What follows belongs to an exercise in optimizing a design on an open flow for small area; a production flow would make more cautious choices. In this exercise RTL edits were held to simulation tests only and were not proved equivalent to the original.

==> flow/design.v <==
module adc_to_heart_rate_converter (
    input  wire       clk,
    input  wire       clr,         
    input  wire [9:0] adc_in,
    input  wire [7:0] min_heart_threshold,
    input  wire [7:0] max_heart_threshold,
    output reg        done,
    output reg  [7:0] heart_beats_count,
    output reg  [7:0] heart_beats_without_violations,
    output reg  [7:0] min_heart_beats_threshold_violations,
    output reg  [7:0] max_heart_beats_threshold_violations,
    output reg  [7:0] heart_rate_avg,
    output reg  [7:0] heart_beat_val_live
);
    reg [15:0] heart_rate_sum;
    wire [22:0] prod = adc_in * 13'd7047;
    wire [7:0]  live_next = prod[22:15];
    wire [7:0] q;
    wire [8:0] r7 = heart_rate_sum[15:7];
    wire [9:0] d7 = {1'b0, r7} - {2'b0, heart_beats_count};
    assign q[7] = ~d7[9];
    wire [7:0] m7 = q[7] ? d7[7:0] : r7[7:0];
    wire [8:0] r6 = {m7, heart_rate_sum[6]};
    wire [9:0] d6 = {1'b0, r6} - {2'b0, heart_beats_count};
    assign q[6] = ~d6[9];
    wire [7:0] m6 = q[6] ? d6[7:0] : r6[7:0];
    wire [8:0] r5 = {m6, heart_rate_sum[5]};
    wire [9:0] d5 = {1'b0, r5} - {2'b0, heart_beats_count};
    assign q[5] = ~d5[9];
    wire [7:0] m5 = q[5] ? d5[7:0] : r5[7:0];
    wire [8:0] r4 = {m5, heart_rate_sum[4]};
    wire [9:0] d4 = {1'b0, r4} - {2'b0, heart_beats_count};
    assign q[4] = ~d4[9];
    wire [7:0] m4 = q[4] ? d4[7:0] : r4[7:0];
    wire [8:0] r3 = {m4, heart_rate_sum[3]};
    wire [9:0] d3 = {1'b0, r3} - {2'b0, heart_beats_count};
    assign q[3] = ~d3[9];
    wire [7:0] m3 = q[3] ? d3[7:0] : r3[7:0];
    wire [8:0] r2 = {m3, heart_rate_sum[2]};
    wire [9:0] d2 = {1'b0, r2} - {2'b0, heart_beats_count};
    assign q[2] = ~d2[9];
    wire [7:0] m2 = q[2] ? d2[7:0] : r2[7:0];
    wire [8:0] r1 = {m2, heart_rate_sum[1]};
    wire [9:0] d1 = {1'b0, r1} - {2'b0, heart_beats_count};
    assign q[1] = ~d1[9];
    wire [7:0] m1 = q[1] ? d1[7:0] : r1[7:0];
    wire [8:0] r0 = {m1, heart_rate_sum[0]};
    wire [9:0] d0 = {1'b0, r0} - {2'b0, heart_beats_count};
    assign q[0] = ~d0[9];
    wire below = heart_beat_val_live < min_heart_threshold;
    wire above = heart_beat_val_live > max_heart_threshold;
    always @(posedge clk) begin
        if (clr) begin
            heart_beats_count <= 0;
            heart_beats_without_violations <= 0;
            min_heart_beats_threshold_violations <= 0;
            max_heart_beats_threshold_violations <= 0;
            heart_rate_avg <= 0;
            heart_beat_val_live <= 0;
            heart_rate_sum <= 0;
            done <= 0;
        end else begin
            heart_beat_val_live <= live_next;
            heart_rate_sum <= heart_rate_sum + heart_beat_val_live;
            heart_beats_count <= heart_beats_count + 1;
            if (below)
                min_heart_beats_threshold_violations <= min_heart_beats_threshold_violations + 1;
            else if (above)
                max_heart_beats_threshold_violations <= max_heart_beats_threshold_violations + 1;
            else
                heart_beats_without_violations <= heart_beats_without_violations + 1;
            heart_rate_avg <= (heart_beats_count == 0) ? 8'd0 : q;
            if (heart_beats_count == 8'hFF || adc_in == 0)
                done <= 1'b1;
        end
    end
endmodule
module heart_rate_display (
    input  wire       blank,
    input  wire [7:0] value,
    output wire [6:0] seg_0,
    output wire [6:0] seg_1,
    output wire [6:0] seg_2
);
    function [6:0] convert_to_7seg(input [3:0] digit);
        begin
            case (digit)
                4'd0: convert_to_7seg = 7'b1111110;
                4'd1: convert_to_7seg = 7'b0110000;
                4'd2: convert_to_7seg = 7'b1101101;
                4'd3: convert_to_7seg = 7'b1111001;
                4'd4: convert_to_7seg = 7'b0110011;
                4'd5: convert_to_7seg = 7'b1011011;
                4'd6: convert_to_7seg = 7'b1011111;
                4'd7: convert_to_7seg = 7'b1110000;
                4'd8: convert_to_7seg = 7'b1111111;
                4'd9: convert_to_7seg = 7'b1111011;
                default: convert_to_7seg = 7'b0000000;
            endcase
        end
    endfunction
    assign seg_2 = blank ? 7'b0 : convert_to_7seg(value / 100);
    assign seg_1 = blank ? 7'b0 : convert_to_7seg((value / 10) % 10);
    assign seg_0 = blank ? 7'b0 : convert_to_7seg(value % 10);
endmodule
module heartbeat_monitor_top(
    input wire clk,
    input wire reset,
    input wire on,
    input wire [9:0] adc_in,         
    input wire [9:0] age,            
    output wire [6:0] seg_display_heart_rate_avg_0,
    output wire [6:0] seg_display_heart_rate_avg_1,
    output wire [6:0] seg_display_heart_rate_avg_2,
    output wire [6:0] seg_display_heart_beats_count_0,
    output wire [6:0] seg_display_heart_beats_count_1,
    output wire [6:0] seg_display_heart_beats_count_2,
    output wire [6:0] seg_display_heart_beats_without_violations_0,
    output wire [6:0] seg_display_heart_beats_without_violations_1,
    output wire [6:0] seg_display_heart_beats_without_violations_2,
    output wire [6:0] seg_display_min_heart_beats_threshold_violations_0,
    output wire [6:0] seg_display_min_heart_beats_threshold_violations_1,
    output wire [6:0] seg_display_min_heart_beats_threshold_violations_2,
    output wire [6:0] seg_display_max_heart_beats_threshold_violations_0,
    output wire [6:0] seg_display_max_heart_beats_threshold_violations_1,
    output wire [6:0] seg_display_max_heart_beats_threshold_violations_2,
    output wire [7:0] heart_rate_avg,
    output wire [7:0] heart_rate_val_live,
    output wire [7:0] heart_beats_count,
    output wire [7:0] heart_beats_count_without_violations,
    output wire [7:0] min_heart_beats_threshold_violations,
    output wire [7:0] max_heart_beats_threshold_violations,
    output reg [7:0] heart_rate_avg_out,
    output reg [7:0] heart_rate_val_live_out,
    output reg [7:0] heart_beats_count_out,
    output reg [7:0] heart_beats_count_without_violations_out,
    output reg [7:0] min_heart_beats_threshold_violations_out,
    output reg [7:0] max_heart_beats_threshold_violations_out,
    output wire measuring_control_signal,
    output wire displaying_control_signal,
    output wire buzzer_high_threshold_violation,
    output wire buzzer_low_threshold_violation,
    output wire green_led,
    output wire led_red,
    output wire led_blue
);
    reg       measuring, displaying;
    reg [2:0] timer;
    wire      done;
    reg [9:0] age_r;
    wire [9:0] diff = 10'd220 - age_r;
    wire [7:0] min_heart_threshold = diff[8:1];
    wire        over = age_r > 10'd220;
    wire [9:0]  kk   = over ? age_r - 10'd220 : diff;
    wire [16:0] kp   = kk * 7'd85 + (over ? 17'd3 : 17'd0);
    wire [9:0]  kq   = kp / 7'd100;
    wire [7:0]  max_heart_threshold = over ? 8'd40 - kq[7:0] : kq[7:0];
    always @(posedge clk) begin
        if (reset) begin
            measuring <= 1'b0;
            displaying <= 1'b0;
            age_r <= age;
        end else begin
            if (!measuring && !displaying)
                measuring <= on;
            else if (measuring && done) begin
                measuring <= 1'b0;
                displaying <= 1'b1;
            end else if (displaying && timer == 3'd6)
                displaying <= 1'b0;
        end
        timer <= (displaying && !reset) ? timer + 3'd1 : 3'd0;
    end
    always @(posedge clk) begin
        if (measuring && done) begin
            heart_rate_avg_out <= heart_rate_avg;
            heart_rate_val_live_out <= heart_rate_val_live;
            heart_beats_count_out <= heart_beats_count;
            heart_beats_count_without_violations_out <= heart_beats_count_without_violations;
            min_heart_beats_threshold_violations_out <= min_heart_beats_threshold_violations;
            max_heart_beats_threshold_violations_out <= max_heart_beats_threshold_violations;
        end
    end
    reg       shown;
    reg [7:0] avg_d, count_d, ok_d, low_d, high_d;
    always @(posedge clk) begin
        shown <= !reset && (shown || displaying);
        avg_d <= heart_rate_avg_out;
        count_d <= heart_beats_count_out;
        ok_d <= heart_beats_count_without_violations_out;
        low_d <= min_heart_beats_threshold_violations_out;
        high_d <= max_heart_beats_threshold_violations_out;
    end
    adc_to_heart_rate_converter heart_rate_converter (
        .clk(clk),
        .clr(reset || !measuring),
        .adc_in(adc_in),
        .min_heart_threshold(min_heart_threshold),
        .max_heart_threshold(max_heart_threshold),
        .done(done),
        .heart_beats_count(heart_beats_count),
        .heart_beats_without_violations(heart_beats_count_without_violations),
        .min_heart_beats_threshold_violations(min_heart_beats_threshold_violations),
        .max_heart_beats_threshold_violations(max_heart_beats_threshold_violations),
        .heart_rate_avg(heart_rate_avg),
        .heart_beat_val_live(heart_rate_val_live)
    );
    heart_rate_display d_avg (.blank(!shown), .value(avg_d),
        .seg_0(seg_display_heart_rate_avg_0), .seg_1(seg_display_heart_rate_avg_1),
        .seg_2(seg_display_heart_rate_avg_2));
    heart_rate_display d_count (.blank(!shown), .value(count_d),
        .seg_0(seg_display_heart_beats_count_0), .seg_1(seg_display_heart_beats_count_1),
        .seg_2(seg_display_heart_beats_count_2));
    heart_rate_display d_ok (.blank(!shown), .value(ok_d),
        .seg_0(seg_display_heart_beats_without_violations_0),
        .seg_1(seg_display_heart_beats_without_violations_1),
        .seg_2(seg_display_heart_beats_without_violations_2));
    heart_rate_display d_low (.blank(!shown), .value(low_d),
        .seg_0(seg_display_min_heart_beats_threshold_violations_0),
        .seg_1(seg_display_min_heart_beats_threshold_violations_1),
        .seg_2(seg_display_min_heart_beats_threshold_violations_2));
    heart_rate_display d_high (.blank(!shown), .value(high_d),
        .seg_0(seg_display_max_heart_beats_threshold_violations_0),
        .seg_1(seg_display_max_heart_beats_threshold_violations_1),
        .seg_2(seg_display_max_heart_beats_threshold_violations_2));
    assign measuring_control_signal = measuring;
    assign displaying_control_signal = displaying;
    wire high = heart_rate_avg_out > max_heart_threshold;
    wire low  = heart_rate_avg_out < min_heart_threshold;
    assign buzzer_high_threshold_violation = displaying && high;
    assign buzzer_low_threshold_violation  = displaying && low;
    assign led_red   = displaying && high;
    assign led_blue  = displaying && low;
    assign green_led = displaying && !high && !low;
endmodule
==> flow/run.sh <==
#!/bin/bash
# synth_recipe.tcl (not shown) runs the flow's synth.tcl, then flattens the netlist and writes it again
# the make line also repeats each setting of config.mk as NAME=value (left out here)
make -C /OpenROAD-flow-scripts/flow DESIGN_CONFIG=/design/flow/config.mk WORK_HOME=/design/flow/orfs CLKGATE_MAP_FILE= SYNTH_SCRIPT=/design/flow/synth_recipe.tcl finish
==> flow/config.mk <==
export PLATFORM = sky130hd
export DESIGN_NAME = heartbeat_monitor_top
export DESIGN_NICKNAME = heartbeat_monitor_top
export VERILOG_FILES = /design/flow/design.v
export SDC_FILE = /design/flow/constraint.sdc
export NUM_CORES = 4
export LEC_CHECK = 0
export CAP_MARGIN = 20
export CORE_MARGIN = 2
export CORE_UTILIZATION = 40
export SLEW_MARGIN = 20
==> flow/constraint.sdc <==
create_clock -name core_clock -period 250.0 [get_ports {clk}]
set_input_delay 50.0000 -clock core_clock [delete_from_list [all_inputs] [get_ports {clk}]]
set_output_delay 50.0000 -clock core_clock [all_outputs]
set_load 0.01 [all_outputs]
==> summary.txt <==
==> per-stage QoR <==
stage               util, %  hold slack [ns]  setup WS [ns]
CTS                   46.83           0.3666         183.59
floorplan                 -           0.4156         186.88
global route          46.85           0.3752         181.98
finish                46.85           0.3678         183.33
detailed placement    45.73           0.3537         184.15
global placement      45.73           0.3542         184.43
==> cell usage after synthesis (45+ instances only) <==
master / n / share of area [%]
mux2i_1: 46 / 2.1
inv_1: 269 / 4.7
clkbuf_1: 63 / 1.1
xor2_1: 49 / 2.0
fa_1: 55 / 5.1
nand2b_1: 47 / 1.4
nor2_1: 240 / 4.2
nand2_1: 147 / 2.6
xnor2_1: 138 / 5.6
ha_1: 330 / 19
o21ai_0: 170 / 4.0
nand3_1: 51 / 1.2
dfxtp_1: 111 / 10
edfxtp_1: 58 / 8.1
nor2b_1: 61 / 1.8
a21o_1: 45 / 1.6
a21oi_1: 209 / 4.9
==> critical path, delay by kind of cell, from the launching register on <==
family	cells	cell delay, ns
buf+inv	7	1.62
simple gates	13	2.62
mux	3	1.34
xor+xnor	1	0.40
fa+ha+maj	9	3.35
flops	1	0.48
compound gates	24	6.38
==> area by class of cell <==
| type | count | area (µm²) |
|---|---|---|
| clock inverter | 14 | 147.6 |
| sequential | 169 | 3965 |
| tap | 696 | 870.8 |
| inverter | 271 | 1017 |
| multi-input combinational | 2110 | 16170 |
| timing repair buffer | 250 | 2452 |
| clock buffer | 18 | 439.2 |
| fill | 5189 | 28430 |
==> logic make-up after synthesis <==
kind of cell / Yosys count / share of synthesized area, %
flip-flops: 169 / 18.41
AND/OR/NAND/NOR: 743 / 17.08
adder cells (fa/ha/maj): 389 / 24.48
buffers and inverters: 365 / 6.665
XOR/XNOR: 192 / 8.066
AO/OA/AOI/OAI: 717 / 21.94
multiplexers: 69 / 3.370
==> routing by layer <==
| layer | share of wire (%) | vias up | track usage, % |
|---|---|---|---|
| met3 | 4.5 | 78 | 3.008 |
| met2 | 47 | 494 | 35.52 |
| met4 | 2.9 | 0 | 7.219 |
| met5 | 0 | - | 0 |
| met1 | 45 | 9074 | 26.41 |
| li1 | - | 9641 | - |
==> path summary, 6_finish.rpt <==
path	from	endpoint	slack (ns)	cells after the start
setup reg to reg	heart_rate_converter.heart_beats_count[1]$_SDFF_PP0_	heart_rate_converter.heart_rate_avg[0]$_SDFF_PP0_	231.23	96
hold reg to reg	heart_beats_count_out[2]$_DFFE_PP_	count_d[2]$_DFF_P_	0.37	0
hold / removal	heart_beats_count_out[2]$_DFFE_PP_	count_d[2]$_DFF_P_	0.37	0
setup / recovery	age_r[2]$_DFFE_PP_	green_led	183.33	57
==> results.toml <==
[finish]
stdcell_count = 3528
top_register = "heart_rate_converter.heart_rate_sum"
area_delta_synth_final_pct = 16.40
nets = 3227
largest_reg_flops = 16
stdcell_area_mm2 = 0.02506
final_layout_size_suffix_gt1_share_pct = 5.403
antenna_cells = 0
final_cell_mix = "330 x ha_1, 269 x inv_1, 240 x nor2_1"
top_regs = "heart_rate_converter.heart_rate_sum x16, age_r x10"
layout_commonest_cell = "ha_1"

[placed_design]
port_buffers = 230
hpwlAfterDp_um = 47310
placed_cells = 3496
placement.cell_area_mm2 = 0.02446
finalWeightedCongestion = 0.9026

[routing]
drc_errors = 0
wl_per_cell_um = 16.55
dr.first_iter.drc_count = 1062
first_pass_iters = 5
vias = 19290
antenna_left = 0
vias_per_cell = 5.467
wl_um = 58380

[logic_synthesis]
synth_enable_flop_cells = 58
yosys.cell_types.count = 114
ys.flop_type = "dfxtp_1"
ys_seq_elements = 169
netlist_area_mm2 = 0.02153
synth_nets = 3052
synth_warnings = 3
synth_cells = 2644
syn_avg_cell_area_um2 = 8.144
seq_area_frac_synth_pct = 18.41
ys_async_sr_fraction_pct = 0

[status]
status = "no timing/DRC/antenna violations"

[sta]
finClkSkew_ns = 0.01692
tightest_slew_ns = 1.136
setup-violations-final = 0
final_max_slew_viol_count = 0
relSlewSlack_pct = 24.25
finalSetupTns_ns = 0
hold_viol = 0
max_freq_mhz = 15.00
fin_crit_sh_pct = 26.67
rsz0062_at_grt = "false"
min_period_ns = 66.67

[hold_path]
hold_path_class = "flip-flop to flip-flop"

[clocking]
cts_resized = 0
clockBufferDepth = 2
clock_latency_ns = 0.49
htreeDepth = 4
cts_tree = "built"
numClockSinks = 169
clk_pin_slew_worst_paths_ns = 0.07
root_buffer = "clkbuf_16"
cts_buffers = 17
ctsHoldBuffers = 0
post_cts_buffers = 0

[setup_path]
endpoint_kind = "output pin"
cp_data_required_time_ns = 200.00
arrival_ns = 16.67
crit_type = "flip-flop to output pin"
max_stage_delay_ns = 0.83
cp_slowest_cell = "mux2i_1"
crit_fanout = 15
startpoint_type = "flip-flop"

[floorplanning]
coreArea_mm2 = 0.05350
start_util_pct = 40.25
ios = 231
rows = 85
die_y_um = 236.0
die_w_um = 236.0
dieArea_mm2 = 0.05570

[global_routing]
grt_usage_pct = 20.68
grt_pass1_wl_um = 94220
first_global_vias = 18290
grt_antenna_before_repair = 0
grt_overflow = 0
grt_max_degree = 83

[job]
maxCapViolCount = 0

[afterwards: timing with drivers on the ports]
No port has a modelled driver above. Below, the same layout with a new extraction and two added sets of constraints. Step 1: set_driving_cell puts a clkbuf_16 on clk and a buf_2 on each other input, an assumption about the parent block. Step 2 moves the port delays by t, midway between the first and last clock arrival at a register: inputs arrive t later, outputs are due t later. That takes back most of the time a late clock gives input paths. Slacks: ideal / step 1 / step 2; pairs: ideal / step 1.
shift t [ns]: 0.528
setup WS [ns]: 183.326 / 183.275 / 183.804
hold WS [ns]: 0.368 / 0.368 / 0.368
After both steps setup and hold are still met in this run. For this run, drivers alone change the setup slack by -0.051 ns; drivers and shift together by +0.478 ns.
